Context: an optimization exercise on an open-source flow, tuned for small area and a short achievable clock period. The choices shown serve that exercise and are no tape-out recipe. RTL that was checked went through simulation tests only; none was proved equivalent to the original. No functional check of the RTL was part of runs 1 to 4. No driver is modelled on the clock port, so clocking that relies on it looks cheaper here than on a real chip. Power figures rest on the tool's default switching activity, not on a simulated workload.

==> flow/design.v <==
`timescale 1ns / 1ps
module adatreclock(clk, rst, sdi, sample, sample_valid);
	input wire clk;
	input wire rst;
	input wire sdi;
	output wire sample;
	output reg sample_valid;
	reg d1, d2;
	reg [2:0] sample_timer;
	wire edge_detected = d1 ^ d2;
	assign sample = d2;
	always @ (posedge clk) begin
		if (rst) begin
			d1 <= 1'b0;
			d2 <= 1'b0;
			sample_timer <= 3'b0;
			sample_valid <= 1'b0;
		end
		else begin
			d1 <= sdi;
			d2 <= d1;
			if (edge_detected)
				sample_timer <= 3'b0;
			else
				sample_timer <= sample_timer + 3'd1;
			sample_valid <= !edge_detected && (sample_timer == 3'd3);
		end
	end
endmodule
`timescale 1ns / 1ps
module adatreceive(clk8x, rst, sdi, frame_sync, bit_sync,
	ch1, ch2, ch3, ch4,
	ch5, ch6, ch7, ch8);
	input wire clk8x;
	input wire rst;
	input wire sdi;
	output reg frame_sync;
	output wire bit_sync;
	output wire [23:0] ch1;
	output wire [23:0] ch2;
	output wire [23:0] ch3;
	output wire [23:0] ch4;
	output wire [23:0] ch5;
	output wire [23:0] ch6;
	output wire [23:0] ch7;
	output wire [23:0] ch8;
	reg [7:0] bitpos;
	reg prevbit;
	wire sdi_reclocked;
	adatreclock reclocker(
		.clk(clk8x),
		.rst(rst),
		.sdi(sdi),
		.sample(sdi_reclocked),
		.sample_valid(bit_sync)
	);
	wire [9:0] hist_hi;
	wire [18:0] hist_lo;
	wire [28:0] shiftreg = {hist_hi, hist_lo};
	wire bit_sync_n = ~bit_sync;
	adatrx_hold_set #(.W(10)) hist_hi_reg (.clk(clk8x), .set(rst),
		.ld(bit_sync), .ldn(bit_sync_n),
		.d({sdi_reclocked ^ prevbit, hist_hi[9:1]}), .q(hist_hi));
	adatrx_hold #(.W(19)) hist_lo_reg (.clk(clk8x),
		.ld(bit_sync), .ldn(bit_sync_n),
		.d({hist_hi[0], hist_lo[18:1]}), .q(hist_lo));
	wire [23:0] sample = {shiftreg[28:25], shiftreg[23:20], shiftreg[18:15],
		shiftreg[13:10], shiftreg[8:5], shiftreg[3:0]};
	wire [23:0] rsample;
	genvar i;
	generate
		for (i = 0; i < 24; i = i + 1) begin : rev
			assign rsample[i] = sample[23-i];
		end
	endgenerate
	wire found_sync_pattern = (shiftreg[28:19] == 10'b0000000000);
	reg [7:0] ld_q;
	wire [7:0] ld_next;
	assign ld_next[0] = ~found_sync_pattern & (bitpos == 8'd33);
	assign ld_next[1] = ~found_sync_pattern & (bitpos == 8'd63);
	assign ld_next[2] = ~found_sync_pattern & (bitpos == 8'd93);
	assign ld_next[3] = ~found_sync_pattern & (bitpos == 8'd123);
	assign ld_next[4] = ~found_sync_pattern & (bitpos == 8'd153);
	assign ld_next[5] = ~found_sync_pattern & (bitpos == 8'd183);
	assign ld_next[6] = ~found_sync_pattern & (bitpos == 8'd213);
	assign ld_next[7] = ~found_sync_pattern & (bitpos == 8'd243);
	wire [7:0] ld = ld_q & ~{8{rst}};
	wire [7:0] ldn = ~ld_q & ~{8{rst}};
	adatrx_hold #(.W(24)) chreg1 (.clk(clk8x), .ld(ld[0]), .ldn(ldn[0]), .d(rsample), .q(ch1));
	adatrx_hold #(.W(24)) chreg2 (.clk(clk8x), .ld(ld[1]), .ldn(ldn[1]), .d(rsample), .q(ch2));
	adatrx_hold #(.W(24)) chreg3 (.clk(clk8x), .ld(ld[2]), .ldn(ldn[2]), .d(rsample), .q(ch3));
	adatrx_hold #(.W(24)) chreg4 (.clk(clk8x), .ld(ld[3]), .ldn(ldn[3]), .d(rsample), .q(ch4));
	adatrx_hold #(.W(24)) chreg5 (.clk(clk8x), .ld(ld[4]), .ldn(ldn[4]), .d(rsample), .q(ch5));
	adatrx_hold #(.W(24)) chreg6 (.clk(clk8x), .ld(ld[5]), .ldn(ldn[5]), .d(rsample), .q(ch6));
	adatrx_hold #(.W(24)) chreg7 (.clk(clk8x), .ld(ld[6]), .ldn(ldn[6]), .d(rsample), .q(ch7));
	adatrx_hold #(.W(24)) chreg8 (.clk(clk8x), .ld(ld[7]), .ldn(ldn[7]), .d(rsample), .q(ch8));
	always @ (posedge clk8x) begin
		if (rst) begin
			frame_sync <= 1'b0;
			bitpos <= 8'd0;
			prevbit <= 1'b0;
			ld_q <= 8'd0;
		end
		else begin
			frame_sync <= bit_sync & found_sync_pattern;
			if (bit_sync) begin
				prevbit <= sdi_reclocked;
				ld_q <= ld_next;
				if (found_sync_pattern)
					bitpos <= 8'd0;
				else
					bitpos <= bitpos + 8'd1;
			end
		end
	end
endmodule
module adatrx_hold #(parameter W = 24) (clk, ld, ldn, d, q);
	input wire clk;
	input wire ld;
	input wire ldn;
	input wire [W-1:0] d;
	output reg [W-1:0] q;
	always @ (posedge clk)
		q <= ({W{ld}} & d) | ({W{ldn}} & q);
endmodule
module adatrx_hold_set #(parameter W = 10) (clk, set, ld, ldn, d, q);
	input wire clk;
	input wire set;
	input wire ld;
	input wire ldn;
	input wire [W-1:0] d;
	output reg [W-1:0] q;
	always @ (posedge clk)
		q <= {W{set}} | ({W{ld}} & d) | ({W{ldn}} & q);
endmodule
==> flow/flow/run.sh <==
#!/bin/bash
# Own layout flow: the standard ORFS layout, with one change to clock tree
# synthesis (cts_hook.tcl): the intermediate levels of TritonCTS's tree are
# removed, so the leaf buffers hang directly on the root buffer's net. The tree
# stays balanced (every register is two buffers from the clock port).
# Port buffers start as buf_1 (the smallest buffer) instead of clkdlybuf4s50_1.
# After global placement each output port buffer is moved next to the
# register that drives it, as a buf_2 kept at that size (place_hook.tcl).
set -euo pipefail
here=$(pwd)
export PRE_CTS_TCL=$here/flow/cts_hook.tcl
export BUFFER_PORTS_ARGS="-buffer_cell sky130_fd_sc_hd__buf_1"
export POST_GLOBAL_PLACE_TCL=$here/flow/place_hook.tcl
bash standard.sh > "$here/standard_flow.log" 2>&1
==> flow/flow/cts_hook.tcl <==
# Wrap clock_tree_synthesis: after TritonCTS builds its tree, remove the
# buffers between the root buffer and the leaf (cluster) buffers, and hang
# the leaf buffers directly on the net their removed driver was driven by.
rename clock_tree_synthesis tritoncts_clock_tree_synthesis
proc clock_tree_synthesis { args } {
  tritoncts_clock_tree_synthesis {*}$args
  set block [ord::get_db_block]
  for { set level 1 } { $level < 10 } { incr level } {
    foreach inst [$block getInsts] {
      set name [$inst getName]
      if { ![string match "clkbuf_${level}_*" $name] } { continue }
      set in [[$inst findITerm A] getNet]
      set out [[$inst findITerm X] getNet]
      foreach it [$out getITerms] {
        if { [$it getInst] ne $inst } {
          $it disconnect
          $it connect $in
        }
      }
      odb::dbInst_destroy $inst
      odb::dbNet_destroy $out
      puts "cts_hook: removed $name"
    }
  }
}
==> flow/flow/place_hook.tcl <==
# After global placement: put each output port buffer on the spot of the
# register (or gate) that drives it, so that the register sees only the
# buffer's input and the buffer drives the wire to the port. The buffer is
# made a buf_2 and kept at that size and place by marking it don't-touch
# (detailed placement still legalizes it next to its driver).
set block [ord::get_db_block]
set db [ord::get_db]
set buf2 [$db findMaster sky130_fd_sc_hd__buf_2]
set moved 0
foreach inst [$block getInsts] {
  if { ![string match "output*" [$inst getName]] } { continue }
  set net [[$inst findITerm A] getNet]
  if { $net eq "NULL" } { continue }
  foreach it [$net getITerms] {
    if { [$it isOutputSignal] } {
      set loc [[$it getInst] getLocation]
      $inst swapMaster $buf2
      $inst setLocation [lindex $loc 0] [lindex $loc 1]
      $inst setDoNotTouch 1
      incr moved
      break
    }
  }
}
puts "place_hook: moved $moved output buffers to their drivers"
==> flow/standard.sh <==
#!/bin/bash
# synth_recipe.tcl (not shown) runs the flow's synth.tcl, then flattens the netlist and writes it again
# the make line also repeats each setting of config.mk as NAME=value (left out here)
make -C /OpenROAD-flow-scripts/flow DESIGN_CONFIG=/design/flow/config.mk WORK_HOME=/design/flow/orfs CLKGATE_MAP_FILE= SYNTH_SCRIPT=/design/flow/synth_recipe.tcl "${@:-finish}"
==> flow/config.mk <==
export PLATFORM = sky130hd
export DESIGN_NAME = adatreceive
export DESIGN_NICKNAME = adatreceive
export VERILOG_FILES = /design/flow/design.v
export SDC_FILE = /design/flow/constraint.sdc
export NUM_CORES = 4
export LEC_CHECK = 0
export CAP_MARGIN = 20
export CORE_MARGIN = 2
export CORE_UTILIZATION = 60
export CTS_CLUSTER_DIAMETER = 60
export CTS_CLUSTER_SIZE = 30
export SETUP_SLACK_MARGIN = 1.1
export SLEW_MARGIN = 20
export SYNTH_HIERARCHICAL = 1
==> flow/constraint.sdc <==
create_clock -name core_clock -period 2.7 [get_ports {clk8x}]
set_input_delay 0.5400 -clock core_clock [delete_from_list [all_inputs] [get_ports {clk8x}]]
set_output_delay 0.5400 -clock core_clock [all_outputs]
set_load 0.01 [all_outputs]
==> out/metrics.sh, run 1 <==
RUN_STATUS='timing/DRC/antenna clean'
TOTALNEGATIVESETUPSLACK_NS=0
FLOORPLAN.IO_PINS=197
DIE_HEIGHT_UM=119
CTS_NUM_SINKS=245
SYNTHESIZED_AREA_FRACTION_OCCUPIED_BY_AO_OA_AOI_AND_OAI_CELLS=0.266
FINAL_ANTENNA_NET_COUNT=0
DRV.MAX_CAP_VIOLATION_COUNT=0
GRT_START_MAX_NET_PINS=31
SYNTHFLOPTYPE='sky130_fd_sc_hd__dfxtp_1'
FINAL-HOLD-VIOLATION-COUNT=0
SYNTH_TOP_FAMILY_BY_AREA='compound AO/OA/AOI/OAI gates'
ROWS=42
DETAILED_PLACE_HPWL_UM=14500
CAPTURING_ELEMENT_TYPE_OF_THE_CRITICAL_PATH='flip-flop'
MET3_USAGE=0.0699
SYNTH-SIMPLE-AREA-SHARE=0.0443
GLOBAL_ROUTE.USAGE.TOTAL=0.302
N_ANTENNA_CELL=0
STARTING_DENSITY_OF_THE_CORE=0.609
GRT_PASS1_WL_UM=33100
SYN_AREA_PER_CELL_UM2=13.3
SYNTH.NET_COUNT=610
YS_TOP_CELLS_BY_COUNT='sky130_fd_sc_hd__dfxtp_1, sky130_fd_sc_hd__a22o_1, sky130_fd_sc_hd__buf_6'
POWER_PER_CELL_AREA_nW_PER_UM2=652
NETLIST_AREA_UM2=8000
CORE-AREA_UM2=13100
YOSYSSEQAREASHARE=0.613
SETUP_VIOL=0
POST-PLACE-CELLS=943
CELLLEAKAGEPOWER_nW=4.30
CLKTRANSATPATHREGS_NS=0.10
LAYOUT_AREA_OVERHEAD_PCT=17.5
SYNTHESIS.INSTANCES=603
POST_SYNTH_XOR_AREA_FRACTION=0.00548
FIN_CRIT_NS=1.53
GRTUSAGEMET2=0.486
PATH_CLASS='reg2reg'
GR-USAGE-MET1=0.393
SYNTH-ASYNC-RESET-RATIO=0
TIMING_MAX_TRANSITION_VIOLATIONS_FINAL=0
NUMBER_OF_CLOCK_BUFFERS_INSERTED_BY_TRITONCTS=15
POSTROUTEWIRELENGTH_UM=21700
FIN_UTIL=0.715
FLOORPLAN.DIE.WIDTH_UM=119
GRT_BUSIEST_LAYER='met2'
POST_SYNTH_NUM_CELL_TYPES=38
POSTLAYOUTSETUPSLACKWORST_NS=1.17
MIN_PERIOD_OVER_PERIOD=0.568
WORSTMARGINPINSLEW_NS=0.944
NETLIST.AREA_LEADER.SHARE=0.613
MEAN_ROUTED_WIRELENGTH_PER_CELL_UM=22.4
DESIGN.FINAL.NETS=793
DESIGN.DIE.AREA_UM2=14300
MOST_REPEATED_CELL_IN_THE_GATE_LEVEL_NETLIST_AFTER_SYNTHESIS='sky130_fd_sc_hd__dfxtp_1'
CLOCK_SKEW_NS=0.0208
PRE_CTS_SLACK_NS=0.529
CTS_TREE='yes'
VIAS_PER_CELL=6.22
CP.REQUIRED_NS=3.01
DETAIL_ROUTE.FIRST_PASS.ITERATIONS=6
HOLDBUFCOUNTCTS=0
GLOBALROUTEOVERFLOWTOTAL=0
FMAX_MHz=652
R2R_SETUP_SLACK_NS=1.17
PORT_BUFFERS=196
POST_ROUTE_CELLS_DRIVE_ABOVE_1_SHARE=0.370
HOLD_CLASS='in2reg'
CRITICAL_PATH_ARRIVAL_NS=1.84
FIN_CELLS=970
SYNTH-WARNING-COUNT=11
FIRST_GLOBAL_VIAS=5690
SYNTH.MUX.AREA_FRACTION=0.00125
CRITICAL_PATH.MAX_FANOUT=11
SYNTH-EDFF-COUNT=0
DR_TOTAL_VIAS=6030
FIRST_ITER_VIOLATIONS=556
YOSYS.AREA_SHARE.ADDER=0.00626
POSTSYNTHREGISTERBITS=245
RELATIVE_SLEW_SLACK=0.370
YOSYS.AREA.TOP_TYPE='sky130_fd_sc_hd__dfxtp_1'
POST-LAYOUT-TOTAL-POWER_W=0.00613
WORST_SETUP_PATH_START_KIND='flip-flop'
DRC=0
SETUP_REPAIR_AFTER_GLOBAL_ROUTING_MISSED_ITS_MARGIN='true'
SYNTH_TOP_CELLS_BY_AREA='sky130_fd_sc_hd__dfxtp_1, sky130_fd_sc_hd__a22o_1, sky130_fd_sc_hd__buf_6'
WORST_SKEW_LATE_LATENCY_NS=0.43
VDD_DROP_MAX_V=0.000542
NUMBER_OF_ANTENNA_VIOLATIONS_AT_THE_FIRST_CHECK_IN_GLOBAL_ROUTING=0
[worst max-delay path, stage by stage, from the launching register on]
cell,delay [ns]
sky130_fd_sc_hd__dfxtp_1,0.52
sky130_fd_sc_hd__nor4_4,0.34
sky130_fd_sc_hd__nand3_2,0.25
sky130_fd_sc_hd__a32o_1,0.31
[stage by stage]
step | hold slack, ns | area (µm²)
5_1_grt | 0.320 | 9400
3_5_place_dp | 0.424 | 8850
2_1_floorplan | 0.405 | 8000
6_report | 0.310 | 9400
4_1_cts | 0.300 | 9320
3_3_place_gp | 0.416 | 8600
[flip-flops by register name, summed over array words and instances, names as in the netlist]
register and flops:
bitpos 8, chreg1.q 24, chreg2.q 24, chreg3.q 24, chreg4.q 24, chreg5.q 24, chreg6.q 24, chreg7.q 24
chreg8.q 24, frame_sync 1, hist_hi_reg.q 10, hist_lo_reg.q 19, ld_q 8, prevbit 1, reclocker.d1 1, reclocker.d2 1
reclocker.sample_timer 3, reclocker.sample_valid 1
[path summary, 6_finish.rpt]
kind | cells after the start | endpoint | startpoint
hold / removal | 2 | reclocker.d1 | sdi
setup / recovery | 3 | ld_q[7] | hist_hi_reg.q[7]
hold reg to reg | 1 | reclocker.sample_timer[0] | reclocker.sample_timer[0]
setup reg to reg | 3 | ld_q[7] | hist_hi_reg.q[7]
[per-layer routing]
| metal | share of wire | up-vias |
|---|---|---|
| li1 | - | 2703 |
| met4 | 0.033 | 0 |
| met2 | 0.47 | 291 |
| met3 | 0.067 | 50 |
| met5 | 0 | - |
| met1 | 0.43 | 2986 |
[Yosys stat by module (local to each module, per instance), a selection]
module	flops+latches	times used
adatreceive	18	1
adatreclock	6	1
[layout make-up]
class	instances	area [µm²]
well taps	176	220
inverters	3	11.3
repair buffers	214	1120
clock inverters	10	136
flip-flops and latches	245	4910
fillers	986	3740
clock buffers	13	325
multi-input cells	309	2670
[layout by cell type (no fill, tap or decap), types with 2 or more instances in the layout]
cell / netlist / final
sky130_fd_sc_hd__clkbuf_16: 0 / 13
sky130_fd_sc_hd__inv_12: 0 / 2
sky130_fd_sc_hd__nand2_2: 2 / 2
sky130_fd_sc_hd__nor2_1: 15 / 7
sky130_fd_sc_hd__inv_8: 0 / 2
sky130_fd_sc_hd__nand2_1: 4 / 4
sky130_fd_sc_hd__or4_1: 2 / 2
sky130_fd_sc_hd__nor2_4: 0 / 2
sky130_fd_sc_hd__o31ai_1: 2 / 2
sky130_fd_sc_hd__nor2_2: 0 / 6
sky130_fd_sc_hd__nor2b_2: 0 / 6
sky130_fd_sc_hd__nor2b_4: 0 / 2
sky130_fd_sc_hd__dfxtp_2: 0 / 2
sky130_fd_sc_hd__or3_1: 2 / 2
sky130_fd_sc_hd__o21ai_0: 2 / 2
sky130_fd_sc_hd__a21oi_1: 4 / 4
sky130_fd_sc_hd__nor3b_1: 2 / 2
sky130_fd_sc_hd__nor4_1: 4 / 3
sky130_fd_sc_hd__nand4_1: 3 / 3
sky130_fd_sc_hd__inv_1: 3 / 3
sky130_fd_sc_hd__ha_1: 4 / 4
sky130_fd_sc_hd__nor2b_1: 10 / 2
sky130_fd_sc_hd__a221o_1: 10 / 10
sky130_fd_sc_hd__a32o_1: 4 / 4
sky130_fd_sc_hd__dfxtp_1: 245 / 242
sky130_fd_sc_hd__buf_4: 1 / 17
sky130_fd_sc_hd__a22o_2: 32 / 32
sky130_fd_sc_hd__xor2_1: 4 / 4
sky130_fd_sc_hd__nor3_1: 7 / 7
sky130_fd_sc_hd__a22o_1: 183 / 183
sky130_fd_sc_hd__buf_2: 2 / 194
sky130_fd_sc_hd__inv_6: 0 / 4
sky130_fd_sc_hd__nand2b_1: 2 / 2
sky130_fd_sc_hd__nand4bb_1: 2 / 2
sky130_fd_sc_hd__nor4_4: 0 / 2
[what timing repair did]
item | 4_1_cts | 5_1_grt
gates resized for setup | 3 | 9
buffers inserted | 0 | 3
endpoints found under the setup margin | 136 | 84
[kinds of logic after synthesis]
kind of cell | after synthesis
compound gates | 239
xor+xnor | 5
fa+ha+maj | 4
buf+inv | 49
flops | 245
mux | 1
simple gates | 60
[report_power, final]
group          internal [W]  switching (W)  leakage [nW]
clock               0.00106        0.00128         0.226
combinational     0.0000267      0.0000793          2.10
sequential          0.00363      0.0000502          1.97
total               0.00472        0.00141          4.30
==> run 2, diff against run 1 <==
--- a/flow/config.mk
+++ b/flow/config.mk
@@ -10,6 +10,6 @@
 export CORE_UTILIZATION = 60
 export CTS_CLUSTER_DIAMETER = 60
 export CTS_CLUSTER_SIZE = 30
-export SETUP_SLACK_MARGIN = 1.1
+export SETUP_SLACK_MARGIN = 1.2
 export SLEW_MARGIN = 20
 export SYNTH_HIERARCHICAL = 1
==> run 2 against run 1 <==
- sequential share of layout area rose by 0.19 points
- register-to-register slack better by 0.03 ns
- via count is 0.23% higher
- synthesized area did not move
- worst setup slack lost 0.056 ns
- clock skew rose by 0.0054 ns
- routed wire length up 1.3%
- global-route usage hardly changed
- fmax is 3.5% lower
- hold slack lost 0.0016 ns
- clock power about the same
- final cell count down 0.21%
- critical endpoint is now bit_sync
- largest power group unchanged
==> out/metrics.sh, run 2 <==
CRITICAL_PATH.MAX_STAGE_DELAY_NS=0.45  # was 0.52 ns
VIAS_PER_CELL=6.24  # was 6.22
NETLIST.AREA_LEADER.SHARE=0.613  # unchanged
FIRST_GLOBAL_VIAS=5682  # was 5690
FIN_AREA_UM2=9460  # was 9400 µm²
TIMING.CRITICAL_PATH.MAX_DELAY_FAMILY='flip-flops'  # was simple AND/OR/NAND/NOR gates
POSTPLACECELLAREA_UM2=8850  # unchanged
FIN_CRIT_NS=1.59  # was 1.53 ns
DESIGN.DIE.AREA_UM2=14300  # unchanged
SYNTHESIS.INSTANCES=603  # unchanged
CP.REQUIRED_NS=2.16  # was 3.01 ns
CORE-AREA_UM2=13100  # unchanged
FMAX_MHz=629  # was 652 MHz
SYNTH_TOP_CELLS_BY_AREA='sky130_fd_sc_hd__dfxtp_1, sky130_fd_sc_hd__a22o_1, sky130_fd_sc_hd__buf_6'  # unchanged
YOSYSSEQAREASHARE=0.613  # unchanged
SYN_AREA_PER_CELL_UM2=13.3  # unchanged
FINAL_ANTENNA_NET_COUNT=0  # unchanged
TOTALNEGATIVESETUPSLACK_NS=0  # unchanged
CTS_TREE='yes'  # unchanged
POST-PLACE-CELLS=943  # unchanged
PORT_BUFFERS=196  # unchanged
VDD_DROP_MAX_V=0.000543  # was 0.000542 V
NUMBER_OF_CLOCK_BUFFERS_INSERTED_BY_TRITONCTS=15  # unchanged
POST-LAYOUT-TOTAL-POWER_W=0.00614  # was 0.00613 W
CTS_NUM_SINKS=245  # unchanged
NUMBER_OF_ANTENNA_VIOLATIONS_AT_THE_FIRST_CHECK_IN_GLOBAL_ROUTING=0  # unchanged
GLOBALROUTEOVERFLOWTOTAL=0  # unchanged
NFILLCELLS=979  # was 986
GRT_START_MAX_NET_PINS=31  # unchanged
SYNTH-EDFF-COUNT=0  # unchanged
DIE_HEIGHT_UM=119  # unchanged
SYNTH.NET_COUNT=610  # unchanged
FLOORPLAN.DIE.WIDTH_UM=119  # unchanged
LAYOUT.CELLS.MOST_COMMON='sky130_fd_sc_hd__dfxtp_1'  # unchanged
R2R_SETUP_SLACK_NS=1.20  # was 1.17 ns
MIN_PERIOD_OVER_PERIOD=0.589  # was 0.568
CRIT_SLOWEST_CELL='sky130_fd_sc_hd__dfxtp_4'  # was sky130_fd_sc_hd__dfxtp_1
CLOCK_SKEW_NS=0.0263  # was 0.0208 ns
MOST_REPEATED_CELL_IN_THE_GATE_LEVEL_NETLIST_AFTER_SYNTHESIS='sky130_fd_sc_hd__dfxtp_1'  # unchanged
FIRST_ITER_VIOLATIONS=663  # was 556
GLOBAL_ROUTE.USAGE.TOTAL=0.303  # was 0.302
SETUP_REPAIR_AFTER_GLOBAL_ROUTING_MISSED_ITS_MARGIN='true'  # unchanged
RUN_STATUS='timing/DRC/antenna clean'  # unchanged
SYNTH-ASYNC-RESET-RATIO=0  # unchanged
POSTSYNTHREGISTERBITS=245  # unchanged
DRV.MAX_CAP_VIOLATION_COUNT=0  # unchanged
FIN_CELLS=968  # was 970
POST_SYNTH_NUM_CELL_TYPES=38  # unchanged
CELLLEAKAGEPOWER_nW=4.30  # about the same
CRITICAL_PATH.MAX_FANOUT=13  # was 11
POWER_PER_CELL_AREA_nW_PER_UM2=649  # was 652 nW/µm²
FLOORPLAN.IO_PINS=197  # unchanged
TIMING_MAX_TRANSITION_VIOLATIONS_FINAL=0  # unchanged
MOST-COMMON-LAYOUT-CELLS='sky130_fd_sc_hd__dfxtp_1, sky130_fd_sc_hd__buf_2, sky130_fd_sc_hd__a22o_1'  # unchanged
DESIGN.FINAL.NETS=791  # was 793
HOLD_CLASS='in2reg'  # unchanged
DR_TOTAL_VIAS=6044  # was 6030
DETAIL_ROUTE.FIRST_PASS.ITERATIONS=5  # was 6
PATH_CELLS='buf_2'  # was nor4_4 > nand3_2 > a32o_1
MEAN_ROUTED_WIRELENGTH_PER_CELL_UM=22.7  # was 22.4 µm
CAPTURING_ELEMENT_TYPE_OF_THE_CRITICAL_PATH='output port'  # was flip-flop
LAYOUT_AREA_OVERHEAD_PCT=18.3  # was 17.5%
RELATIVE_SLEW_SLACK=0.367  # was 0.370
FINAL.HOLD.WORST_SLACK_NS=0.309  # was 0.310 ns
DETAILED_PLACE_HPWL_UM=14500  # unchanged
POST_ROUTE_CELLS_DRIVE_ABOVE_1_SHARE=0.423  # was 0.370
CRITICAL_PATH_BUF_INV_COUNT=1  # was 0
CLKTRANSATPATHREGS_NS=0.10  # about the same
SETUP_VIOL=0  # unchanged
POSTROUTEWIRELENGTH_UM=22000  # was 21700 µm
WORST_SKEW_LATE_LATENCY_NS=0.44  # was 0.43 ns
CRITICAL_PATH_ARRIVAL_NS=1.05  # was 1.84 ns
WORSTMARGINPINSLEW_NS=0.949  # was 0.944 ns
WORST_SETUP_PATH_START_KIND='flip-flop'  # unchanged
PATH_CLASS='reg2out'  # was reg2reg
NETLIST_AREA_UM2=8000  # unchanged
YOSYS.AREA.TOP_TYPE='sky130_fd_sc_hd__dfxtp_1'  # unchanged
YS_TOP_CELLS_BY_COUNT='sky130_fd_sc_hd__dfxtp_1, sky130_fd_sc_hd__a22o_1, sky130_fd_sc_hd__buf_6'  # unchanged
DRC=0  # unchanged
HOLDBUFCOUNTCTS=0  # unchanged
SYNTHFLOPTYPE='sky130_fd_sc_hd__dfxtp_1'  # unchanged
N_ANTENNA_CELL=0  # unchanged
STARTING_DENSITY_OF_THE_CORE=0.609  # unchanged
GRT_PASS1_WL_UM=33200  # was 33100 µm
SYNTH-WARNING-COUNT=11  # unchanged
FINAL-HOLD-VIOLATION-COUNT=0  # unchanged
ROWS=42  # unchanged
==> run 2: cell counts after synthesis <==
No cell type changed its count.
==> run 2: timing repair <==
action | in CTS | in global routing
cloned | 0 | 0
gates resized for setup | 8 | 49
hold endpoints to repair | 0 | 0
endpoints found under the setup margin | 157 | 124
buffers inserted | 0 | 1
pin swaps | 0 | 1
==> run 2: final timing paths <==
| kind | depth (start not counted) | start | endpoint |
|---|---|---|---|
| worst max register to register | 2 | reclocker.sample_valid | hist_hi_reg.q[8] |
| worst min-delay path | 2 | sdi | reclocker.d1 |
| worst max-delay path | 1 | reclocker.sample_valid | bit_sync |
| worst min register to register | 1 | reclocker.sample_timer[0] | reclocker.sample_timer[0] |
==> run 2: layout make-up <==
cell class	instances	area, µm²	share of cell area
multi-input cells	309	2690	0.285
inverters	3	11.3	0.00119
clock buffers	13	325	0.0344
well taps	176	220	0.0233
repair buffers	212	1110	0.118
clock inverters	10	136	0.0144
flip-flops and latches	245	4960	0.524
==> run 2: power breakdown <==
group          internal, W  switching [W]  total, W  leakage [nW]
logic            0.0000268      0.0000797  0.000107          2.09
registers          0.00363      0.0000498   0.00368          1.99
clock network      0.00106        0.00129   0.00235         0.226
==> run 2: metal layers <==
layer  track usage  wire length (µm)  up-vias
met5             0                 0        -
met3        0.0690              1420       64
met2         0.488             10500      282
met1         0.394              9270     3003
met4         0.127               789        0
li1              -                 -     2695
==> run 2: modules after synthesis, one instance, submodules excluded, a selection <==
module,cell area [µm²],cells inside,times used
adatreceive,951,106,1
adatreclock,195,16,1
==> run 2: logic make-up after synthesis <==
logic type	Yosys count	share of synthesized area
adders and majority gates	4	0.00626
DFF	245	0.613
AOI/OAI and AO/OA	239	0.266
muxes	1	0.00125
xor gates and xnor gates	5	0.00548
and+or+nand+nor	60	0.0443
buffers and inverters	49	0.0632
==> run 2: stage by stage <==
step           setup WS, ns   util
6_report               1.11  0.720
5_1_grt                1.06  0.720
4_1_cts                1.01  0.711
3_5_place_dp          0.529  0.673
3_3_place_gp          0.586  0.655
2_1_floorplan          1.19      -
==> run 3, diff against run 2 <==
--- a/flow/design.v
+++ b/flow/design.v
@@ -1,13 +1,15 @@
 `timescale 1ns / 1ps
-module adatreclock(clk, rst, sdi, sample, sample_valid);
+module adatreclock(clk, rst, sdi, sample, sample_valid, sample_valid_n);
 	input wire clk;
 	input wire rst;
 	input wire sdi;
 	output wire sample;
 	output reg sample_valid;
+	output reg sample_valid_n;
 	reg d1, d2;
 	reg [2:0] sample_timer;
 	wire edge_detected = d1 ^ d2;
+	wire next_valid = !edge_detected && (sample_timer == 3'd3);
 	assign sample = d2;
 	always @ (posedge clk) begin
 		if (rst) begin
@@ -15,6 +17,7 @@
 			d2 <= 1'b0;
 			sample_timer <= 3'b0;
 			sample_valid <= 1'b0;
+			sample_valid_n <= 1'b1;
 		end
 		else begin
 			d1 <= sdi;
@@ -23,7 +26,8 @@
 				sample_timer <= 3'b0;
 			else
 				sample_timer <= sample_timer + 3'd1;
-			sample_valid <= !edge_detected && (sample_timer == 3'd3);
+			sample_valid <= next_valid;
+			sample_valid_n <= !next_valid;
 		end
 	end
 endmodule
@@ -47,22 +51,24 @@
 	reg [7:0] bitpos;
 	reg prevbit;
 	wire sdi_reclocked;
+	wire bit_sync_n;	 
+	wire bs = ~bit_sync_n;	 
 	adatreclock reclocker(
 		.clk(clk8x),
 		.rst(rst),
 		.sdi(sdi),
 		.sample(sdi_reclocked),
-		.sample_valid(bit_sync)
+		.sample_valid(bit_sync),
+		.sample_valid_n(bit_sync_n)
 	);
 	wire [9:0] hist_hi;
 	wire [18:0] hist_lo;
 	wire [28:0] shiftreg = {hist_hi, hist_lo};
-	wire bit_sync_n = ~bit_sync;
 	adatrx_hold_set #(.W(10)) hist_hi_reg (.clk(clk8x), .set(rst),
-		.ld(bit_sync), .ldn(bit_sync_n),
+		.ld(bs), .ldn(bit_sync_n),
 		.d({sdi_reclocked ^ prevbit, hist_hi[9:1]}), .q(hist_hi));
 	adatrx_hold #(.W(19)) hist_lo_reg (.clk(clk8x),
-		.ld(bit_sync), .ldn(bit_sync_n),
+		.ld(bs), .ldn(bit_sync_n),
 		.d({hist_hi[0], hist_lo[18:1]}), .q(hist_lo));
 	wire [23:0] sample = {shiftreg[28:25], shiftreg[23:20], shiftreg[18:15],
 		shiftreg[13:10], shiftreg[8:5], shiftreg[3:0]};
@@ -102,8 +108,8 @@
 			ld_q <= 8'd0;
 		end
 		else begin
-			frame_sync <= bit_sync & found_sync_pattern;
-			if (bit_sync) begin
+			frame_sync <= bs & found_sync_pattern;
+			if (bs) begin
 				prevbit <= sdi_reclocked;
 				ld_q <= ld_next;
 				if (found_sync_pattern)
==> flow/flow/run.sh (replaced) <==
#!/bin/bash
set -euo pipefail
here=$(pwd)
export PRE_CTS_TCL=$here/flow/cts_hook.tcl
export BUFFER_PORTS_ARGS="-buffer_cell sky130_fd_sc_hd__buf_1"
export POST_GLOBAL_PLACE_TCL=$here/flow/place_hook.tcl
bash standard.sh > "$here/standard_flow.log" 2>&1
--- a/flow/flow/cts_hook.tcl
+++ b/flow/flow/cts_hook.tcl
@@ -1,6 +1,6 @@
-# Wrap clock_tree_synthesis: after TritonCTS builds its tree, remove the
-# buffers between the root buffer and the leaf (cluster) buffers, and hang
-# the leaf buffers directly on the net their removed driver was driven by.
+# Wrap clock_tree_synthesis: after TritonCTS builds its tree,
+# (1) remove the buffers between the root buffer and the leaf (cluster)
+#     buffers, and
 rename clock_tree_synthesis tritoncts_clock_tree_synthesis
 proc clock_tree_synthesis { args } {
   tritoncts_clock_tree_synthesis {*}$args
@@ -22,4 +22,49 @@
       puts "cts_hook: removed $name"
     }
   }
+  foreach inst [$block getInsts] {
+    if { [string match "clkbuf_0_*" [$inst getName]] } { split_root $block $inst }
+  }
 }
+
+proc split_root { block root } {
+  set in [[$root findITerm A] getNet]
+  set out [[$root findITerm X] getNet]
+  set master [$root getMaster]
+  set core [$block getCoreArea]
+  set cx [expr { ([$core xMin] + [$core xMax]) / 2 }]
+  set cy [expr { ([$core yMin] + [$core yMax]) / 2 }]
+  # group the loads by quadrant around the core's centre
+  array set group {}
+  foreach it [$out getITerms] {
+    if { [$it getInst] eq $root } { continue }
+    set box [[$it getInst] getBBox]
+    set x [expr { ([$box xMin] + [$box xMax]) / 2 }]
+    set y [expr { ([$box yMin] + [$box yMax]) / 2 }]
+    set q [expr { ($x >= $cx ? 1 : 0) + ($y >= $cy ? 2 : 0) }]
+    lappend group($q) [list $it $x $y]
+  }
+  set k 0
+  foreach q [lsort [array names group]] {
+    set sx 0; set sy 0; set n 0
+    foreach e $group($q) { incr sx [lindex $e 1]; incr sy [lindex $e 2]; incr n }
+    set name "clkbuf_root_${k}_[$in getName]"
+    set buf [odb::dbInst_create $block $master $name]
+    set net [odb::dbNet_create $block "clknet_root_${k}_[$in getName]"]
+    $net setSigType CLOCK
+    [$buf findITerm A] connect $in
+    [$buf findITerm X] connect $net
+    foreach e $group($q) {
+      set it [lindex $e 0]
+      $it disconnect
+      $it connect $net
+    }
+    $buf setLocation [expr { $sx / $n }] [expr { $sy / $n }]
+    $buf setPlacementStatus PLACED
+    $buf setSourceType TIMING
+    puts "cts_hook: $name drives $n loads"
+    incr k
+  }
+  odb::dbInst_destroy $root
+  odb::dbNet_destroy $out
+}
--- a/flow/config.mk
+++ b/flow/config.mk
@@ -10,6 +10,6 @@
 export CORE_UTILIZATION = 60
 export CTS_CLUSTER_DIAMETER = 60
 export CTS_CLUSTER_SIZE = 30
-export SETUP_SLACK_MARGIN = 1.2
+export SETUP_SLACK_MARGIN = 1.1
 export SLEW_MARGIN = 20
 export SYNTH_HIERARCHICAL = 1
==> run 3 against run 2 <==
- still clean on timing, DRC and antenna
- sequential share of layout area is 1.2 points lower
- sequential power about the same
- combinational power grew 8%
- die area up 0.56%
- power rose by 2.4%
- critical endpoint is now ld_q[7]
==> out/metrics.sh, run 3 <==
CTS_NUM_SINKS=246  # was 245
TIMING_MAX_TRANSITION_VIOLATIONS_FINAL=0  # unchanged
FLOORPLAN.DIE.WIDTH_UM=120  # was 119 µm
NUMBER_OF_CLOCK_BUFFERS_INSERTED_BY_TRITONCTS=14  # was 15
DIE_HEIGHT_UM=120  # was 119 µm
SYN_AREA_PER_CELL_UM2=13.1  # was 13.3 µm²
NUMBER_OF_ANTENNA_VIOLATIONS_AT_THE_FIRST_CHECK_IN_GLOBAL_ROUTING=0  # unchanged
SETUP.WORST_PATH.START='hist_hi_reg.q[3]'  # was reclocker.sample_valid
SYNTHFLOPTYPE='sky130_fd_sc_hd__dfxtp_1'  # unchanged
MOST-COMMON-LAYOUT-CELLS='sky130_fd_sc_hd__dfxtp_1, sky130_fd_sc_hd__buf_2, sky130_fd_sc_hd__a22o_1'  # unchanged
ROWS=42  # unchanged
WORST_SETUP_PATH_START_KIND='flip-flop'  # unchanged
FF_LATCH_AREA_UM2=4950  # was 4960 µm²
SETUP_REPAIR_AFTER_GLOBAL_ROUTING_MISSED_ITS_MARGIN='true'  # unchanged
CAPTURING_ELEMENT_TYPE_OF_THE_CRITICAL_PATH='flip-flop'  # was output port
CRIT_END='ld_q[7]'  # was bit_sync
MOST_REPEATED_CELL_IN_THE_GATE_LEVEL_NETLIST_AFTER_SYNTHESIS='sky130_fd_sc_hd__dfxtp_1'  # unchanged
VIAS_PER_CELL=6.04  # was 6.24
FIRST_ITER_VIOLATIONS=454  # was 663
SYNTH-WARNING-COUNT=11  # unchanged
DESIGN.FINAL.NETS=811  # was 791
CLKTRANSATPATHREGS_NS=0.11  # was 0.10 ns
NETLIST_AREA_UM2=8040  # was 8000 µm²
YOSYS.AREA.TOP_TYPE='sky130_fd_sc_hd__dfxtp_1'  # unchanged
FIN_CRIT_NS=1.70  # was 1.59 ns
SWITCHING_POWER_W=0.00136  # was 0.00142 W
DETAIL_ROUTE.FIRST_PASS.ITERATIONS=5  # unchanged
HOLD_CLASS='reg2reg'  # was in2reg
DESTINATION_OF_THE_WORST_REGISTER_TO_REGISTER_TIMING_PATH='ld_q[7]'  # was hist_hi_reg.q[8]
NETLIST.AREA_LEADER.SHARE=0.612  # was 0.613
GRT_PASS1_WL_UM=33200  # about the same
YS_TOP_CELLS_BY_COUNT='sky130_fd_sc_hd__dfxtp_1, sky130_fd_sc_hd__a22o_1, sky130_fd_sc_hd__buf_6'  # unchanged
SETUP_VIOL=0  # unchanged
RELATIVE_SLEW_SLACK=0.570  # was 0.367
SW_FRAC=0.217  # was 0.232
MULTIINPUTGATEAREA_UM2=2740  # was 2690 µm²
FLOORPLAN.IO_PINS=197  # unchanged
POSTROUTEWIRELENGTH_UM=21500  # was 22000 µm
TOTALNEGATIVESETUPSLACK_NS=0  # unchanged
SYNTH.NET_COUNT=619  # was 610
CTS_TREE='yes'  # unchanged
SYNTH_TOP_CELLS_BY_AREA='sky130_fd_sc_hd__dfxtp_1, sky130_fd_sc_hd__a22o_1, sky130_fd_sc_hd__buf_6'  # unchanged
GRT_START_MAX_NET_PINS=31  # unchanged
GLOBAL_ROUTE.USAGE.TOTAL=0.295  # was 0.303
LAYOUT.CELLS.MOST_COMMON='sky130_fd_sc_hd__dfxtp_1'  # unchanged
R2R_SETUP_SLACK_NS=1.00  # was 1.20 ns
POST_SYNTH_NUM_CELL_TYPES=40  # was 38
DRV.MAX_CAP_VIOLATION_COUNT=0  # unchanged
FIRST_GLOBAL_VIAS=5713  # was 5682
GLOBALROUTEOVERFLOWTOTAL=0  # unchanged
COMBPWRFRAC=0.018  # was 0.017
STARTING_DENSITY_OF_THE_CORE=0.610  # was 0.609
SYNTH-EDFF-COUNT=0  # unchanged
VDD_DROP_MAX_V=0.000702  # was 0.000543 V
FMAX_MHz=590  # was 629 MHz
RUN_STATUS='timing/DRC/antenna clean'  # unchanged
INTERNAL_POWER_CONSUMPTION_W=0.00492  # was 0.00472 W
CLOCK_POWER_SHARE=0.395  # was 0.384
DESIGN.DIE.AREA_UM2=14300  # about the same
WORSTMARGINPINSLEW_NS=0.643  # was 0.949 ns
WORST-R2R-CELL-COUNT=3  # was 2
DR_TOTAL_VIAS=5963  # was 6044
PATH_CLASS='reg2reg'  # was reg2out
LAYOUT_AREA_OVERHEAD_PCT=20.0  # was 18.3%
CRITICAL_PATH_ARRIVAL_NS=1.88  # was 1.05 ns
DRC=0  # unchanged
FINAL.HOLD.WORST_SLACK_NS=0.429  # was 0.309 ns
CRITICAL_PATH.MAX_FANOUT=4  # was 13
CP.REQUIRED_NS=2.89  # was 2.16 ns
SYNTHESIS.INSTANCES=612  # was 603
MEAN_ROUTED_WIRELENGTH_PER_CELL_UM=21.7  # was 22.7 µm
CLOCK_SKEW_NS=0.0392  # was 0.0263 ns
WORSTREG2REGSTART='hist_hi_reg.q[3]'  # was reclocker.sample_valid
YOSYSSEQAREASHARE=0.612  # was 0.613
WORST_SKEW_LATE_LATENCY_NS=0.32  # was 0.44 ns
DETAILED_PLACE_HPWL_UM=13900  # was 14500 µm
PWR-SHARE-SEQ=0.587  # was 0.599
NFILLCELLS=934  # was 979
CORE-AREA_UM2=13200  # was 13100 µm²
CELLLEAKAGEPOWER_nW=4.38  # was 4.30 nW
FINAL_ANTENNA_NET_COUNT=0  # unchanged
HOLDBUFCOUNTCTS=0  # unchanged
FINAL-HOLD-VIOLATION-COUNT=0  # unchanged
POST_ROUTE_CELLS_DRIVE_ABOVE_1_SHARE=0.391  # was 0.423
SYNTH-ASYNC-RESET-RATIO=0  # unchanged
N_ANTENNA_CELL=0  # unchanged
POWER_PER_CELL_AREA_nW_PER_UM2=651  # was 649 nW/µm²
PORT_BUFFERS=196  # unchanged
POSTSYNTHREGISTERBITS=246  # was 245
MIN_PERIOD_OVER_PERIOD=0.628  # was 0.589
==> run 3: cell count changes after synthesis, sizes merged, moves of 3 or more <==
cell    delta
nor3       -3
nor4       -4
nor4bb     +3
clkbuf     +3
buf        -3
nor2b      +3
a22o       -3
nand4b     +4
==> run 3: area by class of cell, without the clock buffers <==
| class | instances | share of cell area |
|---|---|---|
| sequential | 246 | 0.513 |
| inverter | 4 | 0.00195 |
| multi-input combinational | 316 | 0.284 |
| timing repair inverter | 1 | 0.000778 |
| timing repair buffer | 220 | 0.123 |
| clock inverter | 8 | 0.0134 |
| tap | 176 | 0.0228 |
==> run 3: power groups by stage <==
stage / registers [W] / clock network [W] / logic, W
after global routing: 0.00369 / 0.00264 / 0.000125
after floorplan: 0.00375 / 0 / 0.0000928
after global placement: 0.00378 / 0 / 0.0000975
after CTS: 0.00369 / 0.00251 / 0.000112
final: 0.00369 / 0.00248 / 0.000116
after detailed placement: 0.00378 / 0 / 0.000101
==> run 3: worst min path at each step <==
| stage | start | to | cells after the start |
|---|---|---|---|
| 2_1_floorplan | reclocker.sample_timer[0] | reclocker.sample_timer[0] | 1 |
| 3_3_place_gp | reclocker.sample_timer[0] | reclocker.sample_timer[0] | 1 |
| 3_5_place_dp | reclocker.sample_timer[0] | reclocker.sample_timer[0] | 1 |
| 4_1_cts | reclocker.sample_timer[0] | reclocker.sample_timer[0] | 1 |
| 5_1_grt | reclocker.sample_timer[0] | reclocker.sample_timer[0] | 1 |
| 6_report | reclocker.sample_timer[0] | reclocker.sample_timer[0] | 1 |
==> run 3: kinds of logic (layout without fill, tap and decap cells) <==
kind of cell	after synthesis	count (layout)	synth area share
AND/OR/NAND/NOR	66	66	0.0489
buffers and inverters	50	249	0.0594
flip-flops	246	246	0.612
XOR/XNOR	7	7	0.00762
multiplexers	1	1	0.00124
adder cells (fa/ha/maj)	4	4	0.00622
AO/OA/AOI/OAI	238	238	0.264
==> run 3: per-module statistics from Yosys (local to each module, per instance), a selection <==
module	area, µm²	flip-flops and latches
adatreclock	238	7
adatreceive	955	18
==> run 3: worst max-delay path, stage by stage (launching register included) <==
cell,delay (ns)
sky130_fd_sc_hd__dfxtp_4,0.36
sky130_fd_sc_hd__or4_4,0.58
sky130_fd_sc_hd__or3_4,0.38
sky130_fd_sc_hd__a32o_1,0.25
==> run 3: metrics by stage <==
stage               total power (W)  cells  cell area, µm²   util  setup slack (ns)
floorplan                   0.00385    612            8050      -              1.06
global placement            0.00387    951            8690  0.659             0.503
detailed placement          0.00388    951            8930  0.677             0.445
CTS                         0.00631    983            9610  0.729              1.00
global route                0.00645    987            9650  0.732             0.966
finish                      0.00628    987            9650  0.732              1.00
==> run 3: metal layers <==
layer,vias up,routed length (µm),GRT usage
li1,2735,-,-
met2,272,10300,0.479
met4,0,465,0.0868
met1,2922,9050,0.403
met5,-,0,0
met3,34,1610,0.0585
==> run 3: timing repair <==
action	CTS	global route
endpoints found under the setup margin	148	57
resized for setup	27	6
pin swaps	10	1
setup buffers	7	4
gates cloned	1	0
==> run 4, diff against run 3 <==
--- a/flow/config.mk
+++ b/flow/config.mk
@@ -10,6 +10,6 @@
 export CORE_UTILIZATION = 60
 export CTS_CLUSTER_DIAMETER = 60
 export CTS_CLUSTER_SIZE = 30
-export SETUP_SLACK_MARGIN = 1.1
+export SETUP_SLACK_MARGIN = 1.2
 export SLEW_MARGIN = 20
 export SYNTH_HIERARCHICAL = 1
==> run 4 against run 3 <==
- final cell count fell by 0.30%
- via count rose by 1.2%
- flip-flop and latch count did not move
- fmax rose by 1.8%
- critical path depth did not move
- die area did not move
- sequential share of layout area fell by 0.17 points
- routed wire length fell by 0.80%
- global-route usage fell by 0.95 points
- largest power group unchanged
- highest routed layer unchanged
==> out/metrics.sh, run 4 <==
RUN_STATUS='timing/DRC/antenna clean'  # unchanged
CTS_TREE='yes'  # unchanged
NFILLCELLS=919  # was 934
SYNTH_TOP_CELLS_BY_AREA='sky130_fd_sc_hd__dfxtp_1, sky130_fd_sc_hd__a22o_1, sky130_fd_sc_hd__buf_6'  # unchanged
SYNTHESIS.INSTANCES=612  # unchanged
TOPROUTINGLAYERUSED='met4'  # unchanged
DESIGN.DIE.AREA_UM2=14300  # unchanged
HOLD_CLASS='reg2reg'  # unchanged
TOTALNEGATIVESETUPSLACK_NS=0  # unchanged
CRITICAL_PATH_ARRIVAL_NS=1.87  # was 1.88 ns
TIMING_MAX_TRANSITION_VIOLATIONS_FINAL=0  # unchanged
DR_TOTAL_VIAS=6037  # was 5963
SYNTH-WARNING-COUNT=11  # unchanged
WORST_SETUP_PATH_START_KIND='flip-flop'  # unchanged
ROUTE.LAYER.MET1.WL_UM=9390  # was 9050 µm
SYNTH.NET_COUNT=619  # unchanged
DIE_HEIGHT_UM=120  # unchanged
CP.REQUIRED_NS=2.91  # was 2.89 ns
PORT_BUFFERS=196  # unchanged
CORE-AREA_UM2=13200  # unchanged
WORST_SKEW_LATE_LATENCY_NS=0.32  # about the same
SETUP_REPAIR_AFTER_GLOBAL_ROUTING_MISSED_ITS_MARGIN='true'  # unchanged
MOST-COMMON-LAYOUT-CELLS='sky130_fd_sc_hd__dfxtp_1, sky130_fd_sc_hd__buf_2, sky130_fd_sc_hd__a22o_1'  # unchanged
POSTSYNTHREGISTERBITS=246  # unchanged
SYNTH-ASYNC-RESET-RATIO=0  # unchanged
MEAN_ROUTED_WIRELENGTH_PER_CELL_UM=21.6  # was 21.7 µm
YOSYSSEQAREASHARE=0.612  # unchanged
LAYOUT_AREA_OVERHEAD_PCT=20.4  # was 20.0%
FINAL.HOLD.WORST_SLACK_NS=0.432  # was 0.429 ns
CRITICAL_PATH.MAX_FANOUT=4  # unchanged
GRT_PASS1_WL_UM=32500  # was 33200 µm
DETAILED_PLACE_HPWL_UM=13700  # was 13900 µm
GLOBALROUTEOVERFLOWTOTAL=0  # unchanged
VIAS_PER_CELL=6.14  # was 6.04
SYNTHFLOPTYPE='sky130_fd_sc_hd__dfxtp_1'  # unchanged
MIN_PERIOD_OVER_PERIOD=0.617  # was 0.628
FF_LATCH_AREA_UM2=4950  # about the same
WORSTMARGINPINSLEW_NS=0.646  # was 0.643 ns
NUMBER_OF_ANTENNA_VIOLATIONS_AT_THE_FIRST_CHECK_IN_GLOBAL_ROUTING=0  # unchanged
SYNTH-EDFF-COUNT=0  # unchanged
FLOORPLAN.IO_PINS=197  # unchanged
GRT_START_MAX_NET_PINS=31  # unchanged
PATH_CLASS='reg2reg'  # unchanged
SYN_AREA_PER_CELL_UM2=13.1  # unchanged
FIRST_GLOBAL_VIAS=5682  # was 5713
HOLDBUFCOUNTCTS=0  # unchanged
CAPTURING_ELEMENT_TYPE_OF_THE_CRITICAL_PATH='flip-flop'  # unchanged
LAYOUT.CELLS.MOST_COMMON='sky130_fd_sc_hd__dfxtp_1'  # unchanged
N_ANTENNA_CELL=0  # unchanged
FINAL_ANTENNA_NET_COUNT=0  # unchanged
STARTING_DENSITY_OF_THE_CORE=0.610  # unchanged
FMAX_MHz=600  # was 590 MHz
CELLLEAKAGEPOWER_nW=4.36  # was 4.38 nW
NETLIST_AREA_UM2=8040  # unchanged
DRV.MAX_CAP_VIOLATION_COUNT=0  # unchanged
FINAL-HOLD-VIOLATION-COUNT=0  # unchanged
CTS_NUM_SINKS=246  # unchanged
YOSYS.AREA.TOP_TYPE='sky130_fd_sc_hd__dfxtp_1'  # unchanged
CLOCK_SKEW_NS=0.0484  # was 0.0392 ns
NUMBER_OF_CLOCK_BUFFERS_INSERTED_BY_TRITONCTS=15  # was 14
FIN_CRIT_NS=1.67  # was 1.70 ns
NETLIST.AREA_LEADER.SHARE=0.612  # unchanged
ROUTED-WL-MET2_UM=9750  # was 10300 µm
FIRST_ITER_VIOLATIONS=562  # was 454
MULTIINPUTGATEAREA_UM2=2800  # was 2740 µm²
POSTPLACECELLAREA_UM2=8880  # was 8930 µm²
POWER_PER_CELL_AREA_nW_PER_UM2=653  # was 651 nW/µm²
POST_SYNTH_NUM_CELL_TYPES=40  # unchanged
MOST_REPEATED_CELL_IN_THE_GATE_LEVEL_NETLIST_AFTER_SYNTHESIS='sky130_fd_sc_hd__dfxtp_1'  # unchanged
GLOBAL_ROUTE.USAGE.TOTAL=0.286  # was 0.295
SETUP_VIOL=0  # unchanged
DESIGN.FINAL.NETS=808  # was 811
FIN_UTIL=0.734  # was 0.732
POST_ROUTE_CELLS_DRIVE_ABOVE_1_SHARE=0.391  # about the same
CLKTRANSATPATHREGS_NS=0.10  # was 0.11 ns
VDD_DROP_MAX_V=0.000615  # was 0.000702 V
POSTROUTEWIRELENGTH_UM=21300  # was 21500 µm
YS_TOP_CELLS_BY_COUNT='sky130_fd_sc_hd__dfxtp_1, sky130_fd_sc_hd__a22o_1, sky130_fd_sc_hd__buf_6'  # unchanged
FLOORPLAN.DIE.WIDTH_UM=120  # unchanged
DETAIL_ROUTE.FIRST_PASS.ITERATIONS=5  # unchanged
RELATIVE_SLEW_SLACK=0.568  # was 0.570
ROUTED-WL-MET3_UM=1560  # was 1610 µm
FIN_AREA_UM2=9680  # was 9650 µm²
DRC=0  # unchanged
ROWS=42  # unchanged
-- run 4: cell counts after synthesis --
Identical to the previous run, type by type.
-- run 4: cell type report, without the clock buffers --
class	count	area share
sequential	246	0.511
inverter	4	0.00194
clock inverter	9	0.0147
multi-input combinational	316	0.289
tap	176	0.0228
timing repair buffer	216	0.118
timing repair inverter	1	0.000776
-- run 4: power breakdown --
group | total [W] | internal (W) | switching [W]
logic | 0.000117 | 0.0000304 | 0.0000864
registers | 0.00369 | 0.00364 | 0.0000517
clock network | 0.00251 | 0.00120 | 0.00131
total | 0.00632 | 0.00487 | 0.00145
-- run 4: metrics by stage --
stage	setup WS, ns	power (W)	instances
3_5_place_dp	0.393	0.00388	946
2_1_floorplan	1.06	0.00385	612
4_1_cts	1.02	0.00634	980
6_report	1.03	0.00632	984
3_3_place_gp	0.483	0.00387	946
5_1_grt	1.02	0.00651	984
-- run 4: repair_timing --
| item | CTS | global route |
|---|---|---|
| endpoints found under the setup margin | 214 | 57 |
| hold endpoints to repair | 0 | 0 |
| pin swaps | 5 | 4 |
| gates cloned | 1 | 0 |
| gates resized for setup | 33 | 9 |
| setup buffers | 8 | 4 |
-- run 4: path summary, 6_finish.rpt --
check / start / to / slack (ns) / depth (start not counted)
worst max-delay path: hist_hi_reg.q[4] / ld_q[7] / 1.03 / 3
worst max register to register: hist_hi_reg.q[4] / ld_q[7] / 1.03 / 3
worst min-delay path: reclocker.sample_timer[0] / reclocker.sample_timer[0] / 0.43 / 1
worst min register to register: reclocker.sample_timer[0] / reclocker.sample_timer[0] / 0.43 / 1
-- run 4: routing by layer --
metal / vias up / track usage
li1: 2722 / -
met4: 0 / 0.0949
met2: 268 / 0.466
met1: 2999 / 0.380
met3: 48 / 0.0613
met5: - / 0
-- run 4: Yosys stat by module (local to each module, per instance), a selection --
| module | times used | flip-flops and latches |
|---|---|---|
| adatreclock | 1 | 7 |
| adatreceive | 1 | 18 |
-- run 4: critical path, cell delays in order (launching register included) --
cell	delay [ns]
sky130_fd_sc_hd__dfxtp_4	0.36
sky130_fd_sc_hd__or4_4	0.58
sky130_fd_sc_hd__or3_4	0.37
sky130_fd_sc_hd__a32o_1	0.26
-- run 4: kinds of logic (layout without fill, tap and decap cells) --
kind of cell               after synthesis  count (layout)  synth area share
buffers and inverters                   50             246            0.0594
DFF                                    246             246             0.612
AOI/OAI and AO/OA                      238             238             0.264
muxes                                    1               1           0.00124
adders and majority gates                4               4           0.00622
and+or+nand+nor                         66              66            0.0489
xor gates and xnor gates                 7               7           0.00762
==> run 5, diff against run 4 <==
--- a/flow/design.v
+++ b/flow/design.v
@@ -79,17 +79,12 @@
 			assign rsample[i] = sample[23-i];
 		end
 	endgenerate
-	wire found_sync_pattern = (shiftreg[28:19] == 10'b0000000000);
+	reg found_q;		 
+	reg [7:0] pre_q;	 
+	wire found_sync_pattern = found_q;
 	reg [7:0] ld_q;
-	wire [7:0] ld_next;
-	assign ld_next[0] = ~found_sync_pattern & (bitpos == 8'd33);
-	assign ld_next[1] = ~found_sync_pattern & (bitpos == 8'd63);
-	assign ld_next[2] = ~found_sync_pattern & (bitpos == 8'd93);
-	assign ld_next[3] = ~found_sync_pattern & (bitpos == 8'd123);
-	assign ld_next[4] = ~found_sync_pattern & (bitpos == 8'd153);
-	assign ld_next[5] = ~found_sync_pattern & (bitpos == 8'd183);
-	assign ld_next[6] = ~found_sync_pattern & (bitpos == 8'd213);
-	assign ld_next[7] = ~found_sync_pattern & (bitpos == 8'd243);
+	reg bs_d;
+	wire [7:0] ld_next = pre_q & ~{8{found_q}};
 	wire [7:0] ld = ld_q & ~{8{rst}};
 	wire [7:0] ldn = ~ld_q & ~{8{rst}};
 	adatrx_hold #(.W(24)) chreg1 (.clk(clk8x), .ld(ld[0]), .ldn(ldn[0]), .d(rsample), .q(ch1));
@@ -106,12 +101,22 @@
 			bitpos <= 8'd0;
 			prevbit <= 1'b0;
 			ld_q <= 8'd0;
+			found_q <= 1'b0;
+			pre_q <= 8'd0;
+			bs_d <= 1'b0;
 		end
 		else begin
+			found_q <= (hist_hi == 10'b0000000000);
+			pre_q <= {bitpos == 8'd243, bitpos == 8'd213, bitpos == 8'd183,
+				bitpos == 8'd153, bitpos == 8'd123, bitpos == 8'd93,
+				bitpos == 8'd63, bitpos == 8'd33};
 			frame_sync <= bs & found_sync_pattern;
+			bs_d <= bs;
 			if (bs) begin
 				prevbit <= sdi_reclocked;
 				ld_q <= ld_next;
+			end
+			if (bs_d) begin
 				if (found_sync_pattern)
 					bitpos <= 8'd0;
 				else
--- a/flow/config.mk
+++ b/flow/config.mk
@@ -10,6 +10,6 @@
 export CORE_UTILIZATION = 60
 export CTS_CLUSTER_DIAMETER = 60
 export CTS_CLUSTER_SIZE = 30
-export SETUP_SLACK_MARGIN = 1.2
+export SETUP_SLACK_MARGIN = 1.3
 export SLEW_MARGIN = 20
 export SYNTH_HIERARCHICAL = 1
==> run 5 against run 4 <==
- first-iteration DRC count is 14% lower
- sequential share of layout area up 1.7 points
- critical path type is now reg2out
- via count fell by 0.50%
- sequential power grew 4%
==> out/metrics.sh, run 5 <==
SETUP_REPAIR_AFTER_GLOBAL_ROUTING_MISSED_ITS_MARGIN='true'  # unchanged
FLOORPLAN.DIE.WIDTH_UM=121  # was 120 µm
DESIGN.DIE.AREA_UM2=14700  # was 14300 µm²
POWER_PER_CELL_AREA_nW_PER_UM2=667  # was 653 nW/µm²
SYN_AREA_PER_CELL_UM2=13.1  # about the same
CTS_NUM_SINKS=256  # was 246
SYNTH.NET_COUNT=636  # was 619
CRITICAL_PATH_BUF_INV_COUNT=1  # was 0
SYNTHFLOPTYPE='sky130_fd_sc_hd__dfxtp_1'  # unchanged
SYNTH_TOP_CELLS_BY_AREA='sky130_fd_sc_hd__dfxtp_1, sky130_fd_sc_hd__a22o_1, sky130_fd_sc_hd__buf_6'  # unchanged
MOST-COMMON-LAYOUT-CELLS='sky130_fd_sc_hd__dfxtp_1, sky130_fd_sc_hd__buf_2, sky130_fd_sc_hd__a22o_1'  # unchanged
TIMING.CRITICAL_PATH.MAX_DELAY_FAMILY='flip-flops'  # was simple AND/OR/NAND/NOR gates
SYNTH-ASYNC-RESET-RATIO=0  # unchanged
WORST_SKEW_LATE_LATENCY_NS=0.31  # was 0.32 ns
RELATIVE_SLEW_SLACK=0.406  # was 0.568
HOLDBUFCOUNTCTS=0  # unchanged
CP.REQUIRED_NS=2.16  # was 2.91 ns
POST_SYNTH_NUM_CELL_TYPES=35  # was 40
SETUP_VIOL=0  # unchanged
FIN_CELLS=988  # was 984
SYNTHESIS.INSTANCES=629  # was 612
CRIT_SLOWEST_CELL='sky130_fd_sc_hd__dfxtp_1'  # was sky130_fd_sc_hd__or4_4
TOTALNEGATIVESETUPSLACK_NS=0  # unchanged
DRC=0  # unchanged
CRITICAL_PATH.MAX_FANOUT=2  # was 4
RUN_STATUS='timing/DRC/antenna clean'  # unchanged
COMBPWRFRAC=0.017  # was 0.018
GRT_START_MAX_NET_PINS=41  # was 31
MEAN_ROUTED_WIRELENGTH_PER_CELL_UM=22.0  # was 21.6 µm
YOSYS.AREA.TOP_TYPE='sky130_fd_sc_hd__dfxtp_1'  # unchanged
NUMBER_OF_ANTENNA_VIOLATIONS_AT_THE_FIRST_CHECK_IN_GLOBAL_ROUTING=0  # unchanged
CELLLEAKAGEPOWER_nW=4.39  # was 4.36 nW
FMAX_MHz=728  # was 600 MHz
CTS_TREE='yes'  # unchanged
N_ANTENNA_CELL=0  # unchanged
VDD_DROP_MAX_V=0.000618  # was 0.000615 V
WORSTMARGINPINSLEW_NS=0.889  # was 0.646 ns
DETAIL_ROUTE.FIRST_PASS.ITERATIONS=5  # unchanged
FIRST_GLOBAL_VIAS=5748  # was 5682
POST_ROUTE_CELLS_DRIVE_ABOVE_1_SHARE=0.351  # was 0.391
WORST_SETUP_PATH_START_KIND='flip-flop'  # unchanged
FIN_CRIT_NS=1.37  # was 1.67 ns
TIMING_MAX_TRANSITION_VIOLATIONS_FINAL=0  # unchanged
MIN_PERIOD_OVER_PERIOD=0.509  # was 0.617
DIE_HEIGHT_UM=121  # was 120 µm
STARTING_DENSITY_OF_THE_CORE=0.617  # was 0.610
CORE-AREA_UM2=13300  # was 13200 µm²
PORT_BUFFERS=196  # unchanged
NETLIST.AREA_LEADER.SHARE=0.622  # was 0.612
VIAS_PER_CELL=6.08  # was 6.14
POST-PLACE-CELLS=958  # was 946
FINAL_ANTENNA_NET_COUNT=0  # unchanged
CLOCK_SKEW_NS=0.0271  # was 0.0484 ns
POST-LAYOUT-TOTAL-POWER_W=0.00648  # was 0.00632 W
CRITICAL_PATH.MAX_STAGE_DELAY_NS=0.37  # was 0.58 ns
CLOCK_POWER_SHARE=0.390  # was 0.397
LAYOUT.CELLS.MOST_COMMON='sky130_fd_sc_hd__dfxtp_1'  # unchanged
PATH_CELLS='buf_2'  # was or4_4 > or3_4 > a32o_1
FLOORPLAN.IO_PINS=197  # unchanged
SWITCHING_POWER_W=0.00145  # about the same
CRITICAL_PATH_ARRIVAL_NS=0.83  # was 1.87 ns
SW_FRAC=0.224  # was 0.229
FINAL-HOLD-VIOLATION-COUNT=0  # unchanged
GRT_PASS1_WL_UM=33200  # was 32500 µm
NUMBER_OF_CLOCK_BUFFERS_INSERTED_BY_TRITONCTS=15  # unchanged
INTERNAL_POWER_CONSUMPTION_W=0.00503  # was 0.00487 W
YS_TOP_CELLS_BY_COUNT='sky130_fd_sc_hd__dfxtp_1, sky130_fd_sc_hd__a22o_1, sky130_fd_sc_hd__buf_6'  # unchanged
PWR-SHARE-SEQ=0.593  # was 0.584
MOST_REPEATED_CELL_IN_THE_GATE_LEVEL_NETLIST_AFTER_SYNTHESIS='sky130_fd_sc_hd__dfxtp_1'  # unchanged
POST-CTS-SETUP-BUFFERS=0  # was 8
NETLIST_AREA_UM2=8230  # was 8040 µm²
PATH_CLASS='reg2out'  # was reg2reg
CLKTRANSATPATHREGS_NS=0.11  # was 0.10 ns
DETAILED_PLACE_HPWL_UM=14200  # was 13700 µm
DRV.MAX_CAP_VIOLATION_COUNT=0  # unchanged
POSTSYNTHREGISTERBITS=256  # was 246
CAPTURING_ELEMENT_TYPE_OF_THE_CRITICAL_PATH='output port'  # was flip-flop
HOLD_CLASS='in2reg'  # was reg2reg
ROWS=42  # unchanged
DR_TOTAL_VIAS=6007  # was 6037
SYNTH-EDFF-COUNT=0  # unchanged
GLOBALROUTEOVERFLOWTOTAL=0  # unchanged
LAYOUT_AREA_OVERHEAD_PCT=17.9  # was 20.4%
FIRST_ITER_VIOLATIONS=485  # was 562
POSTROUTEWIRELENGTH_UM=21700  # was 21300 µm
GLOBAL_ROUTE.USAGE.TOTAL=0.287  # was 0.286
SYNTH-WARNING-COUNT=11  # unchanged
DESIGN.FINAL.NETS=811  # was 808
YOSYSSEQAREASHARE=0.622  # was 0.612
[run 5: cell type report, without the clock buffers]
type | instances | area, µm²
sequential | 256 | 5130
fill | 960 | 3640
timing repair buffer | 200 | 1030
multi-input combinational | 327 | 2790
clock inverter | 9 | 123
inverter | 3 | 11.3
tap | 176 | 220
[run 5: power groups by stage]
stage / combinational (W) / sequential [W] / clock, W
finish: 0.000110 / 0.00384 / 0.00253
global route: 0.000118 / 0.00385 / 0.00268
CTS: 0.000105 / 0.00384 / 0.00255
detailed placement: 0.0000931 / 0.00393 / 0
global placement: 0.0000878 / 0.00392 / 0
floorplan: 0.0000947 / 0.00390 / 0
[run 5: worst register-to-register path, cell delays in order (launching register included)]
cell and delay (ns):
sky130_fd_sc_hd__dfxtp_1 0.43, sky130_fd_sc_hd__nor2b_4 0.57, sky130_fd_sc_hd__a22o_2 0.27
[run 5: stage by stage]
step                instance area (µm²)  worst slack, ns  utilization  hold slack, ns
floorplan                          8270             1.30            -           0.405
global placement                   8780            0.572        0.658           0.417
detailed placement                 9030            0.460        0.676           0.427
CTS                                9680             1.30        0.725           0.433
global route                       9710             1.28        0.727           0.449
finish                             9710             1.33        0.727           0.434
[run 5: cells by family (layout without fill, tap and decap cells)]
group                      after synthesis  count (layout)  synth area share
adders and majority gates                4               4           0.00608
buffers and inverters                   50             229            0.0590
DFF                                    256             256             0.622
and+or+nand+nor                         74              78            0.0491
xor gates and xnor gates                 6               6           0.00638
AOI/OAI and AO/OA                      236             236             0.253
muxes                                    3               3           0.00365
[run 5: repair_timing]
action                                  CTS  global route
endpoints found under the hold margin     0             0
gates resized for setup                  20             8
endpoints found under the setup margin  200            62
cloned                                    2             2
pin swaps                                 1             1
[run 5: path summary, 6_finish.rpt]
kind	from	endpoint	slack [ns]	depth (start not counted)
worst min register to register	reclocker.sample_timer[0]	reclocker.sample_timer[0]	0.45	1
worst max register to register	ld_q[5]	chreg6.q[23]	1.38	2
worst max-delay path	chreg1.q[17]	ch1[17]	1.33	1
worst min-delay path	sdi	reclocker.d1	0.43	2
[run 5: per-module statistics from Yosys, one instance, submodules excluded, excerpt]
module,copies in the design,cell area [µm²]
adatreceive,1,1150
adatreclock,1,238
[run 5: per-layer routing]
layer  track usage  vias up  share of wire
met3        0.0484       32          0.059
li1              -     2747              -
met4         0.101        0          0.025
met5             0        -              0
met1         0.385     3002           0.43
met2         0.473      226           0.48

## re-timing with driven ports
In the flow no input, the clock included, has a driving cell. The finished layouts below were timed again as built, in two steps.
Step 1 assumes that a clkbuf_16 drives the clock port and a buf_2 every other input.
Step 2 times the ports against the registers' clock, not the clock port: input delays grow and output delays shrink by t, the midpoint of the rising clock arrivals with the driver on.
Slacks: ideal ports / drivers / drivers and shift; pairs: ideal ports / drivers.
run	t (ns)	setup WS [ns]	slew at the worst register clock pin (ns)
run 1	0.462	1.165 / 1.142 / 0.782	0.11 / 0.11
run 2	0.468	1.109 / 1.066 / 0.861	0.11 / 0.11
run 3	0.395	1.004 / 1.004 / 0.866	0.11 / 0.11
run 4	0.390	1.034 / 1.034 / 0.882	0.11 / 0.11
run 5	0.391	1.327 / 1.236 / 0.964	0.11 / 0.11
After both steps setup and hold are still met in every run listed. For run 1, which loses most, drivers alone change the setup slack by -0.023 ns; drivers and shift together by -0.383 ns.
